From an optimization exercise on the open Yosys and OpenROAD flow, aimed at a short achievable clock period and few clock cycles; shortcuts taken in it are not production practice.
The RTL was checked by simulation tests, not by an equivalence proof against the original design.
Power figures rest on the tool's default switching activity, not on a simulated workload.

===== flow/design.v =====
`timescale 1ns / 1ps
module RV32ICore(
    input wire CPU_CLK,
    input wire CPU_RST,
    output wire [31:0] imem_addr,
    input wire [31:0] imem_rdata,
    output wire [31:0] dmem_addr,
    output wire [3:0] dmem_we,
    output wire [31:0] dmem_wdata,
    input wire [31:0] dmem_rdata
    );
    localparam BTB_BITS = 5;
    localparam BTB_N = 1 << BTB_BITS;
    localparam TAG_LO = BTB_BITS + 2;
    localparam TAG_HI = 13;
    localparam OP_LUI = 7'b0110111, OP_AUIPC = 7'b0010111, OP_JAL = 7'b1101111,
               OP_JALR = 7'b1100111, OP_BR = 7'b1100011, OP_LOAD = 7'b0000011,
               OP_STORE = 7'b0100011, OP_IMM = 7'b0010011, OP_REG = 7'b0110011,
               OP_SYS = 7'b1110011;
    localparam A_ADD = 4'd0, A_SUB = 4'd1, A_SLL = 4'd2, A_SLT = 4'd3, A_SLTU = 4'd4,
               A_XOR = 4'd5, A_SRL = 4'd6, A_SRA = 4'd7, A_OR = 4'd8, A_AND = 4'd9,
               A_LINK = 4'd10, A_CSR = 4'd11;
    wire rst = CPU_RST;
    wire clk = CPU_CLK;
    reg [31:0] pc_f;
    reg        d_valid, d_use_hold;
    reg [31:0] d_pc, d_hold, d_pred_tgt, d_btb_tgt;
    reg        d_pred_taken, d_hit;
    reg [1:0]  d_ctr;
    reg        r_valid;
    reg [31:0] r_pc, r_inst, r_pred_tgt, r_btb_tgt;
    reg        r_pred_taken, r_hit;
    reg [1:0]  r_ctr;
    reg        e_valid;
    reg [31:0] e_pc, e_pc4, e_av, e_bv, e_sd, e_br_target, e_jcmp, e_pred_tgt, e_btb_tgt;
    reg        e_pred_taken, e_hit;
    reg [1:0]  e_ctr;
    reg [2:0]  e_fa, e_fb, e_fs;        
    reg [3:0]  e_alu;
    reg        e_rwe, e_load, e_store, e_br, e_jal, e_jalr, e_csr;
    reg [4:0]  e_rd, e_zimm;
    reg [2:0]  e_f3;
    reg [1:0]  e_csr_idx;
    reg [31:0] m_result, m_wdata;
    reg [3:0]  m_we;
    reg        m_rwe, m_load;
    reg [4:0]  m_rd;
    reg [2:0]  m_f3;
    reg [31:0] w_result;
    reg        w_rwe, w_load;
    reg [4:0]  w_rd;
    reg [2:0]  w_f3;
    reg [31:0] x_value;
    reg        x_rwe;
    reg [4:0]  x_rd;
    reg [31:0] rf [1:31];
    reg [31:0] csr [0:3];
    reg              btb_v   [0:BTB_N-1];
    reg              btb_unc [0:BTB_N-1];
    reg [1:0]        btb_ctr [0:BTB_N-1];
    reg [TAG_HI:TAG_LO] btb_tag [0:BTB_N-1];
    reg [31:0]       btb_tgt [0:BTB_N-1];
    reg        u_en, u_v, u_unc;
    reg [1:0]  u_ctr;
    reg [BTB_BITS-1:0] u_idx;
    reg [TAG_HI:TAG_LO] u_tag;
    reg [31:0] u_tgt;
    assign imem_addr = pc_f;
    assign dmem_addr = m_result;
    assign dmem_we = m_we;
    assign dmem_wdata = m_wdata;
    wire [BTB_BITS-1:0] f_idx = pc_f[BTB_BITS+1:2];
    wire        f_hit = btb_v[f_idx] && (btb_tag[f_idx] == pc_f[TAG_HI:TAG_LO]);
    wire [1:0]  f_ctr = btb_ctr[f_idx];
    wire [31:0] f_tgt = btb_tgt[f_idx];
    wire        f_pred = f_hit && (btb_unc[f_idx] || f_ctr[1]);
    wire [31:0] f_npc = f_pred ? f_tgt : (pc_f + 32'd4);
    wire [31:0] d_inst = d_use_hold ? d_hold : imem_rdata;
    wire [6:0] r_op = r_inst[6:0];
    wire [2:0] r_f3 = r_inst[14:12];
    wire [4:0] r_rd = r_inst[11:7];
    wire [4:0] r_rs1 = r_inst[19:15];
    wire [4:0] r_rs2 = r_inst[24:20];
    wire r_lui = r_op == OP_LUI;
    wire r_auipc = r_op == OP_AUIPC;
    wire r_jal = r_op == OP_JAL;
    wire r_jalr = r_op == OP_JALR;
    wire r_brn = r_op == OP_BR;
    wire r_load = r_op == OP_LOAD;
    wire r_store = r_op == OP_STORE;
    wire r_opimm = r_op == OP_IMM;
    wire r_opreg = r_op == OP_REG;
    wire r_csr = (r_op == OP_SYS) && (r_f3[1:0] != 2'b00);
    wire r_use1 = r_jalr | r_brn | r_load | r_store | r_opimm | r_opreg | (r_csr & ~r_f3[2]);
    wire r_use2 = r_brn | r_store | r_opreg;
    wire r_wr = (r_lui | r_auipc | r_jal | r_jalr | r_load | r_opimm | r_opreg | r_csr) && (r_rd != 5'd0);
    wire [31:0] r_imm_i = {{20{r_inst[31]}}, r_inst[31:20]};
    wire [31:0] r_imm_s = {{20{r_inst[31]}}, r_inst[31:25], r_inst[11:7]};
    wire [31:0] r_imm_u = {r_inst[31:12], 12'b0};
    wire [31:0] r_imm_b = {{20{r_inst[31]}}, r_inst[7], r_inst[30:25], r_inst[11:8], 1'b0};
    wire [31:0] r_imm_j = {{12{r_inst[31]}}, r_inst[19:12], r_inst[20], r_inst[30:21], 1'b0};
    wire [31:0] r_imm = r_store ? r_imm_s : ((r_lui | r_auipc) ? r_imm_u : r_imm_i);
    reg [3:0] r_alu;
    always @(*) begin
        if (r_jal | r_jalr) r_alu = A_LINK;
        else if (r_csr) r_alu = A_CSR;
        else if (r_opimm | r_opreg)
            case (r_f3)
                3'd0: r_alu = (r_opreg & r_inst[30]) ? A_SUB : A_ADD;
                3'd1: r_alu = A_SLL;
                3'd2: r_alu = A_SLT;
                3'd3: r_alu = A_SLTU;
                3'd4: r_alu = A_XOR;
                3'd5: r_alu = r_inst[30] ? A_SRA : A_SRL;
                3'd6: r_alu = A_OR;
                default: r_alu = A_AND;
            endcase
        else r_alu = A_ADD;
    end
    wire [31:0] r_rv1 = (r_rs1 == 5'd0) ? 32'd0 :
                        (x_rwe && x_rd == r_rs1) ? x_value : rf[r_rs1];
    wire [31:0] r_rv2 = (r_rs2 == 5'd0) ? 32'd0 :
                        (x_rwe && x_rd == r_rs2) ? x_value : rf[r_rs2];
    wire h1e = e_valid && e_rwe && e_rd == r_rs1;
    wire h1m = m_rwe && m_rd == r_rs1;
    wire h1w = w_rwe && w_rd == r_rs1;
    wire h2e = e_valid && e_rwe && e_rd == r_rs2;
    wire h2m = m_rwe && m_rd == r_rs2;
    wire h2w = w_rwe && w_rd == r_rs2;
    wire [2:0] fsel1 = h1e ? 3'b001 : h1m ? 3'b010 : h1w ? 3'b100 : 3'b000;
    wire [2:0] fsel2 = h2e ? 3'b001 : h2m ? 3'b010 : h2w ? 3'b100 : 3'b000;
    wire stall = r_valid && ((r_use1 && ((h1e && e_load) || (!h1e && h1m && m_load))) ||
                             (r_use2 && ((h2e && e_load) || (!h2e && h2m && m_load))));
    wire [31:0] a = e_fa[0] ? m_result : e_fa[1] ? w_result : e_fa[2] ? x_value : e_av;
    wire [31:0] b = e_fb[0] ? m_result : e_fb[1] ? w_result : e_fb[2] ? x_value : e_bv;
    wire [31:0] sd = e_fs[0] ? m_result : e_fs[1] ? w_result : e_fs[2] ? x_value : e_sd;
    wire [31:0] sum = a + b;
    wire [31:0] diff = a - b;
    wire lt = $signed(a) < $signed(b);
    wire ltu = a < b;
    wire eq = a == b;
    wire [31:0] csr_old = csr[e_csr_idx];
    wire [31:0] csr_src = e_f3[2] ? {27'd0, e_zimm} : a;
    reg  [31:0] csr_new;
    always @(*) begin
        case (e_f3[1:0])
            2'b01: csr_new = csr_src;
            2'b10: csr_new = csr_old | csr_src;
            default: csr_new = csr_old & ~csr_src;
        endcase
    end
    reg [31:0] e_res;
    always @(*) begin
        case (e_alu)
            A_ADD:  e_res = sum;
            A_SUB:  e_res = diff;
            A_SLL:  e_res = a << b[4:0];
            A_SLT:  e_res = {31'd0, lt};
            A_SLTU: e_res = {31'd0, ltu};
            A_XOR:  e_res = a ^ b;
            A_SRL:  e_res = a >> b[4:0];
            A_SRA:  e_res = $signed(a) >>> b[4:0];
            A_OR:   e_res = a | b;
            A_AND:  e_res = a & b;
            A_LINK: e_res = e_pc4;
            default: e_res = csr_old;
        endcase
    end
    reg cond;
    always @(*) begin
        case (e_f3)
            3'b000: cond = eq;
            3'b001: cond = ~eq;
            3'b100: cond = lt;
            3'b101: cond = ~lt;
            3'b110: cond = ltu;
            3'b111: cond = ~ltu;
            default: cond = 1'b0;
        endcase
    end
    wire taken = e_jal | e_jalr | (e_br & cond);
    wire tgt_ok = e_jalr ? (a == e_jcmp) : (e_pred_tgt == e_br_target);
    wire redir = e_valid && (taken ? !(e_pred_taken && tgt_ok) : e_pred_taken);
    wire [31:0] act_tgt = e_jalr ? sum : e_br_target;
    wire [31:0] redir_tgt = taken ? act_tgt : e_pc4;
    wire [1:0] lo = sum[1:0];
    reg [3:0] be;
    always @(*) begin
        case (e_f3[1:0])
            2'b00: be = 4'b0001 << lo;
            2'b01: be = lo[1] ? 4'b1100 : 4'b0011;
            default: be = 4'b1111;
        endcase
    end
    wire [31:0] wdata = (e_f3[1:0] == 2'b00) ? {4{sd[7:0]}} :
                        (e_f3[1:0] == 2'b01) ? {2{sd[15:0]}} : sd;
    wire [1:0] w_lo = w_result[1:0];
    wire [7:0] ld_b = w_lo[1] ? (w_lo[0] ? dmem_rdata[31:24] : dmem_rdata[23:16])
                              : (w_lo[0] ? dmem_rdata[15:8] : dmem_rdata[7:0]);
    wire [15:0] ld_h = w_lo[1] ? dmem_rdata[31:16] : dmem_rdata[15:0];
    reg [31:0] ld_val;
    always @(*) begin
        case (w_f3)
            3'b000: ld_val = {{24{ld_b[7]}}, ld_b};
            3'b001: ld_val = {{16{ld_h[15]}}, ld_h};
            3'b100: ld_val = {24'd0, ld_b};
            3'b101: ld_val = {16'd0, ld_h};
            default: ld_val = dmem_rdata;
        endcase
    end
    integer i;
    always @(posedge clk) begin
        if (rst) pc_f <= 32'd0;
        else if (redir) pc_f <= redir_tgt;
        else if (!stall) pc_f <= f_npc;
        if (rst || redir) begin
            d_valid <= 1'b0;
            d_use_hold <= 1'b0;
        end else if (stall) begin
            d_use_hold <= 1'b1;
            d_hold <= d_inst;
        end else begin
            d_valid <= 1'b1;
            d_use_hold <= 1'b0;
            d_pc <= pc_f;
            d_pred_taken <= f_pred;
            d_pred_tgt <= f_npc;
            d_hit <= f_hit;
            d_ctr <= f_ctr;
            d_btb_tgt <= f_tgt;
        end
        if (rst || redir) r_valid <= 1'b0;
        else if (!stall) begin
            r_valid <= d_valid;
            r_inst <= d_inst;
            r_pc <= d_pc;
            r_pred_taken <= d_pred_taken;
            r_pred_tgt <= d_pred_tgt;
            r_hit <= d_hit;
            r_ctr <= d_ctr;
            r_btb_tgt <= d_btb_tgt;
        end
        if (rst || redir || stall || !r_valid) begin
            e_valid <= 1'b0;
            e_rwe <= 1'b0;
            e_load <= 1'b0;
            e_store <= 1'b0;
            e_br <= 1'b0;
            e_jal <= 1'b0;
            e_jalr <= 1'b0;
            e_csr <= 1'b0;
            e_pred_taken <= 1'b0;
            e_hit <= 1'b0;
        end else begin
            e_valid <= 1'b1;
            e_rwe <= r_wr;
            e_load <= r_load;
            e_store <= r_store;
            e_br <= r_brn;
            e_jal <= r_jal;
            e_jalr <= r_jalr;
            e_csr <= r_csr;
            e_pred_taken <= r_pred_taken;
            e_hit <= r_hit;
        end
        e_pc <= r_pc;
        e_pc4 <= r_pc + 32'd4;
        e_br_target <= r_pc + (r_jal ? r_imm_j : r_imm_b);
        e_jcmp <= r_pred_tgt - r_imm_i;
        e_pred_tgt <= r_pred_tgt;
        e_btb_tgt <= r_btb_tgt;
        e_ctr <= r_ctr;
        e_alu <= r_alu;
        e_rd <= r_rd;
        e_zimm <= r_rs1;
        e_f3 <= r_f3;
        e_csr_idx <= r_inst[21:20];
        e_av <= r_lui ? 32'd0 : (r_auipc ? r_pc : r_rv1);
        e_bv <= (r_opreg | r_brn) ? r_rv2 : r_imm;
        e_sd <= r_rv2;
        e_fa <= (r_lui | r_auipc) ? 3'b000 : fsel1;
        e_fb <= (r_opreg | r_brn) ? fsel2 : 3'b000;
        e_fs <= fsel2;
        m_result <= e_res;
        m_wdata <= wdata;
        if (rst) begin
            m_we <= 4'd0;
            m_rwe <= 1'b0;
            m_load <= 1'b0;
        end else begin
            m_we <= e_store ? be : 4'd0;
            m_rwe <= e_rwe;
            m_load <= e_load;
        end
        m_rd <= e_rd;
        m_f3 <= e_f3;
        w_result <= m_result;
        w_rwe <= rst ? 1'b0 : m_rwe;
        w_load <= m_load;
        w_rd <= m_rd;
        w_f3 <= m_f3;
        x_value <= w_load ? ld_val : w_result;
        x_rwe <= rst ? 1'b0 : w_rwe;
        x_rd <= w_rd;
        if (rst) begin
            for (i = 1; i < 32; i = i + 1) rf[i] <= 32'd0;
        end else if (x_rwe) begin
            rf[x_rd] <= x_value;
        end
        if (rst) begin
            for (i = 0; i < 4; i = i + 1) csr[i] <= 32'd0;
        end else if (e_csr) begin
            csr[e_csr_idx] <= csr_new;
        end
        if (rst) u_en <= 1'b0;
        else u_en <= e_valid && ((e_br && (taken || e_hit)) || e_jal || e_jalr || (e_hit && !(e_br || e_jal || e_jalr)));
        u_v <= e_br | e_jal | e_jalr;
        u_unc <= e_jal | e_jalr;
        u_idx <= e_pc[BTB_BITS+1:2];
        u_tag <= e_pc[TAG_HI:TAG_LO];
        u_tgt <= taken ? act_tgt : e_btb_tgt;
        u_ctr <= !e_hit ? 2'b11 :
                 taken ? ((e_ctr == 2'b11) ? 2'b11 : e_ctr + 2'b01)
                       : ((e_ctr == 2'b00) ? 2'b00 : e_ctr - 2'b01);
        if (rst) begin
            for (i = 0; i < BTB_N; i = i + 1) btb_v[i] <= 1'b0;
        end else if (u_en) begin
            btb_v[u_idx] <= u_v;
            btb_unc[u_idx] <= u_unc;
            btb_ctr[u_idx] <= u_ctr;
            btb_tag[u_idx] <= u_tag;
            btb_tgt[u_idx] <= u_tgt;
        end
    end
endmodule

===== flow/run.sh =====
#!/bin/bash
# synth_recipe.tcl (not shown) runs the flow's synth.tcl, then flattens the netlist and writes it again
# the make line also repeats each setting of config.mk as NAME=value (left out here)
make -C /OpenROAD-flow-scripts/flow DESIGN_CONFIG=/design/flow/config.mk WORK_HOME=/design/flow/orfs CLKGATE_MAP_FILE= SYNTH_SCRIPT=/design/flow/synth_recipe.tcl finish

===== flow/config.mk =====
export PLATFORM = sky130hd
export DESIGN_NAME = RV32ICore
export DESIGN_NICKNAME = RV32ICore
export VERILOG_FILES = /design/flow/design.v
export SDC_FILE = /design/flow/constraint.sdc
export NUM_CORES = 4
export LEC_CHECK = 0
export CAP_MARGIN = 20
export CORE_MARGIN = 2
export CORE_UTILIZATION = 40
export SLEW_MARGIN = 20

===== flow/constraint.sdc =====
create_clock -name core_clock -period 10.0 [get_ports {CPU_CLK}]
set_input_delay 2.0000 -clock core_clock [delete_from_list [all_inputs] [get_ports {CPU_CLK}]]
set_output_delay 2.0000 -clock core_clock [all_outputs]
set_load 0.01 [all_outputs]

==> run notes <==
Setup TNS Final: 0 ns
via count of the first global-routing pass: 98050
die footprint: 395100 um^2
die height: 628.6 um
Core Footprint: 388800 um^2
Fmax: 136.0 MHz
endpoint arrival time on the critical path: 7.95 ns
filler instances: 33990
DR pass1 iterations: 25
largest net degree at the start of global routing: 139
clock sink total: 3356
GPL Wtd Cong: 0.9994
netlist area before placement: 156000 um^2
Routed Antenna Nets: 0
worst min-delay path class: reg2reg
CTS Hold Buffers Added: 0
Worst-Margin Slew: 1.368 ns
starting density of the core: 40.13%
Hold Vio Cnt, Final: 0
worst clock skew on the final layout: 0.09146 ns
Yosys warning total: 1
setup fix buffers added after clock tree synthesis: 0
row cnt: 229
drt first-iter violations: 14690
headroom to the max-slew limit: 8.807%
number of buffers inserted during clock tree synthesis: 362
run status: no timing/DRC/antenna violations
share of layout cells above drive strength 1: 21.01%
start-to-end type of the worst setup path: reg2reg
number of flip-flops and latches in the synthesized netlist: 3356
first-pass GRT wire length: 809.0 mm
cell at the root of the clock tree: sky130_fd_sc_hd__clkbuf_16
area occupied by registers: 95230 um^2
worst hold margin: 0.3246 ns
minimum clock period: 7.351 ns
power per cell area: 205.7 nW/um^2
area overhead of the layout relative to synthesis: 12.68%
depth of the CTS H-tree: 5
WL per Instance: 37.05 um
Leakage: 60.54 nW
Bufs on Longest Clock Path: 4
Async S/R FF share, synth: 0%
Post-Synthesis Net Count: 10710
sum of overflow across all layers after global routing: 0
Slew Limit Fails: 0
clock edge transition at the registers on the reported setup and hold paths: 0.06 ns
CTS resizes: 0
wire length reported by the detailed router: 593.7 mm
number of vias after detailed routing: 99250
share of the clock period used by the worst path: 73.51%
number of vias per cell after detailed routing: 6.194
clock tree from TritonCTS: built
detailed placer's ending HPWL: 383.9 mm
die width: 628.6 um
nets@finish: 10730
maximum VDD drop: 0.1617 mV
count of buffers inserted at the top-level ports: 165
GRT Resource Usage Total: 29.49%
Critical Path Fanout Max: 88
CP endpoint kind: flip-flop
number of enable-type register cells in the synthesized netlist: 2792
number of antenna violations at the first check in global routing: 65
number of failing setup endpoints in the final timing report: 0
number of instances in the synthesized netlist: 10480
total area of multi-input combinational cells: 57320 um^2
startpoint types: flip-flop
insertion delay of the later-clocked pin in the worst-skew pair: 1.00 ns
setup repair after global routing missed its margin: false
number of DRC violations after detailed routing: 0
Maximum Capacitance Violations: 0
I/O pin total: 166
share of synthesized area occupied by flip-flops and latches: 60.97%
dominant register cell in the synthesized netlist: sky130_fd_sc_hd__edfxtp_1
distinct cell type count after synthesis: 98
mean instance size in the synthesized netlist: 14.89 um^2
critical path data required time: 10.59 ns
==> Yosys cell counts, drive strengths merged, types with 17 or more instances <==
| library cell | n | area (um^2) |
|---|---|---|
| or4 | 24 | 183.9 |
| nand3 | 101 | 505.5 |
| o211ai | 45 | 337.8 |
| nand4 | 41 | 256.5 |
| and3 | 42 | 262.8 |
| o21bai | 21 | 157.7 |
| ha | 164 | 2052 |
| xnor2 | 160 | 1401 |
| nor2 | 684 | 2567 |
| nand2 | 367 | 1378 |
| nand2b | 58 | 362.9 |
| nor4 | 60 | 381.6 |
| o21a | 47 | 354.1 |
| a22oi | 76 | 570.6 |
| dfxtp | 564 | 11290 |
| o31ai | 22 | 165.2 |
| a31oi | 24 | 165.2 |
| o221ai | 21 | 183.9 |
| mux2i | 334 | 3343 |
| o2111ai | 17 | 148.9 |
| nor3 | 83 | 425.4 |
| a221oi | 22 | 192.7 |
| o31a | 41 | 359.1 |
| a211oi | 176 | 1326 |
| inv | 213 | 799.5 |
| a21o | 59 | 450.4 |
| o21ai | 224 | 1121 |
| and2 | 1048 | 6556 |
| mux2 | 107 | 1205 |
| buf | 220 | 1124 |
| or3 | 28 | 175.2 |
| nor2b | 97 | 606.8 |
| edfxtp | 2792 | 83840 |
| o22ai | 33 | 206.5 |
| clkbuf | 605 | 2278 |
| or2 | 73 | 456.7 |
| xor2 | 101 | 884.6 |
| mux4 | 1069 | 24080 |
| a21oi | 438 | 2218 |
==> area by class of cell <==
class	instances	area share (%)
multi-input combinational	6081	32.60
clock inverter	178	0.9230
clock buffer	487	5.754
timing repair buffer	480	2.354
antenna	26	0.03701
inverter	218	0.4683
tap	5197	3.698
sequential	3356	54.16
==> worst paths after layout <==
path | endpoint | cells after the start | from | slack, ns
setup reg to reg | d_pc[25] | 15 | e_fa[1] | 2.65
hold / removal | w_f3[0] | 0 | m_f3[0] | 0.32
setup / recovery | d_pc[25] | 15 | e_fa[1] | 2.65
hold reg to reg | w_f3[0] | 0 | m_f3[0] | 0.32
==> worst max-delay path, cell delays in order, from the launching register on <==
cell and delay [ns]:
sky130_fd_sc_hd__dfxtp_1 0.30, sky130_fd_sc_hd__buf_4 0.23, sky130_fd_sc_hd__inv_1 0.68, sky130_fd_sc_hd__buf_4 0.40, sky130_fd_sc_hd__a211oi_1 0.12, sky130_fd_sc_hd__a21oi_1 0.65
sky130_fd_sc_hd__ha_1 0.53, sky130_fd_sc_hd__or4_4 0.59, sky130_fd_sc_hd__nor4b_4 0.41, sky130_fd_sc_hd__nand3_1 0.15, sky130_fd_sc_hd__mux2i_1 0.40, sky130_fd_sc_hd__a21boi_0 0.37
sky130_fd_sc_hd__a21o_4 0.60, sky130_fd_sc_hd__a21oi_4 0.25, sky130_fd_sc_hd__and2_4 0.73, sky130_fd_sc_hd__buf_12 0.48
==> routing by layer <==
metal  up-vias  routed length [um]  GRT usage (%)
li1      40280                   -              -
met1     51800              232200          39.99
met2      5959              264500          44.76
met3      1182               59650          5.930
met4        20               37190          15.95
met5         -                 118              0
==> layout by cell type, fill, tap and decap left out, types with 210 or more instances in the layout <==
cell type                   netlist  final
sky130_fd_sc_hd__o21ai_0        213    213
sky130_fd_sc_hd__inv_1          211    210
sky130_fd_sc_hd__mux2i_1        334    333
sky130_fd_sc_hd__nand2_1        367    367
sky130_fd_sc_hd__and2_1        1048   1046
sky130_fd_sc_hd__edfxtp_1      2792   2792
sky130_fd_sc_hd__a21oi_1        433    431
sky130_fd_sc_hd__mux4_2        1069   1069
sky130_fd_sc_hd__clkbuf_16        0    380
sky130_fd_sc_hd__dfxtp_1        564    510
sky130_fd_sc_hd__buf_4           21    306
sky130_fd_sc_hd__nor2_1         684    615
==> flip-flops by register name (all words and copies together) (netlist names), 64 cells and up, named ones only <==
name / flops
csr: 128
btb_tgt: 1024
rf: 1024
btb_ctr: 64
btb_tag: 224
==> through the flow <==
stage	setup WS, ns	instance area [um^2]	util [%]	std cells	power [mW]
6_report	2.649	175800	45.22	16020	36.16
5_1_grt	2.392	175800	45.21	16010	37.05
4_1_cts	2.701	175700	45.19	16000	36.11
3_5_place_dp	2.662	164000	42.17	15330	22.85
3_3_place_gp	2.688	164000	42.17	15330	22.82
2_1_floorplan	3.296	156000	-	10480	19.88
==> report_power, final <==
part | switching (mW) | internal (mW) | total, mW | leakage (nW)
logic | 3.86 | 2.04 | 5.90 | 23.1
registers | 1.05 | 15.8 | 16.9 | 31.7
clock network | 5.73 | 7.67 | 13.4 | 5.76
==> kinds of logic after synthesis <==
family | share of synthesized area (%)
xor gates and xnor gates | 1.465
AOI/OAI and AO/OA | 5.849
and+or+nand+nor | 9.297
muxes | 18.35
DFF | 60.97
adders and majority gates | 1.366
buffers and inverters | 2.705
Testbench counts, summed over its fixed seeds: cycles 115,342.

## separate check: timing with driven ports
Ports are ideal in the flow. The routed layout listed here was re-timed in OpenROAD.
Step 1, drivers: a clkbuf_16 drives CPU_CLK and a buf_2 each remaining input, both assumed.
Step 2 times the ports against the registers' clock, not the clock port: input delays grow and output delays shrink by t, the midpoint of the rising clock arrivals with the driver on.
Three values: ideal, step 1, step 2; two values: the first two.
t, ns: 1.084
setup WS [ns]: 2.649 / 2.649 / 2.649
hold slack, ns: 0.325 / 0.325 / 0.325
After both steps setup and hold are still met in this run. The setup slack of this run moves by 0.000 ns with the drivers and by 0.000 ns with both steps.
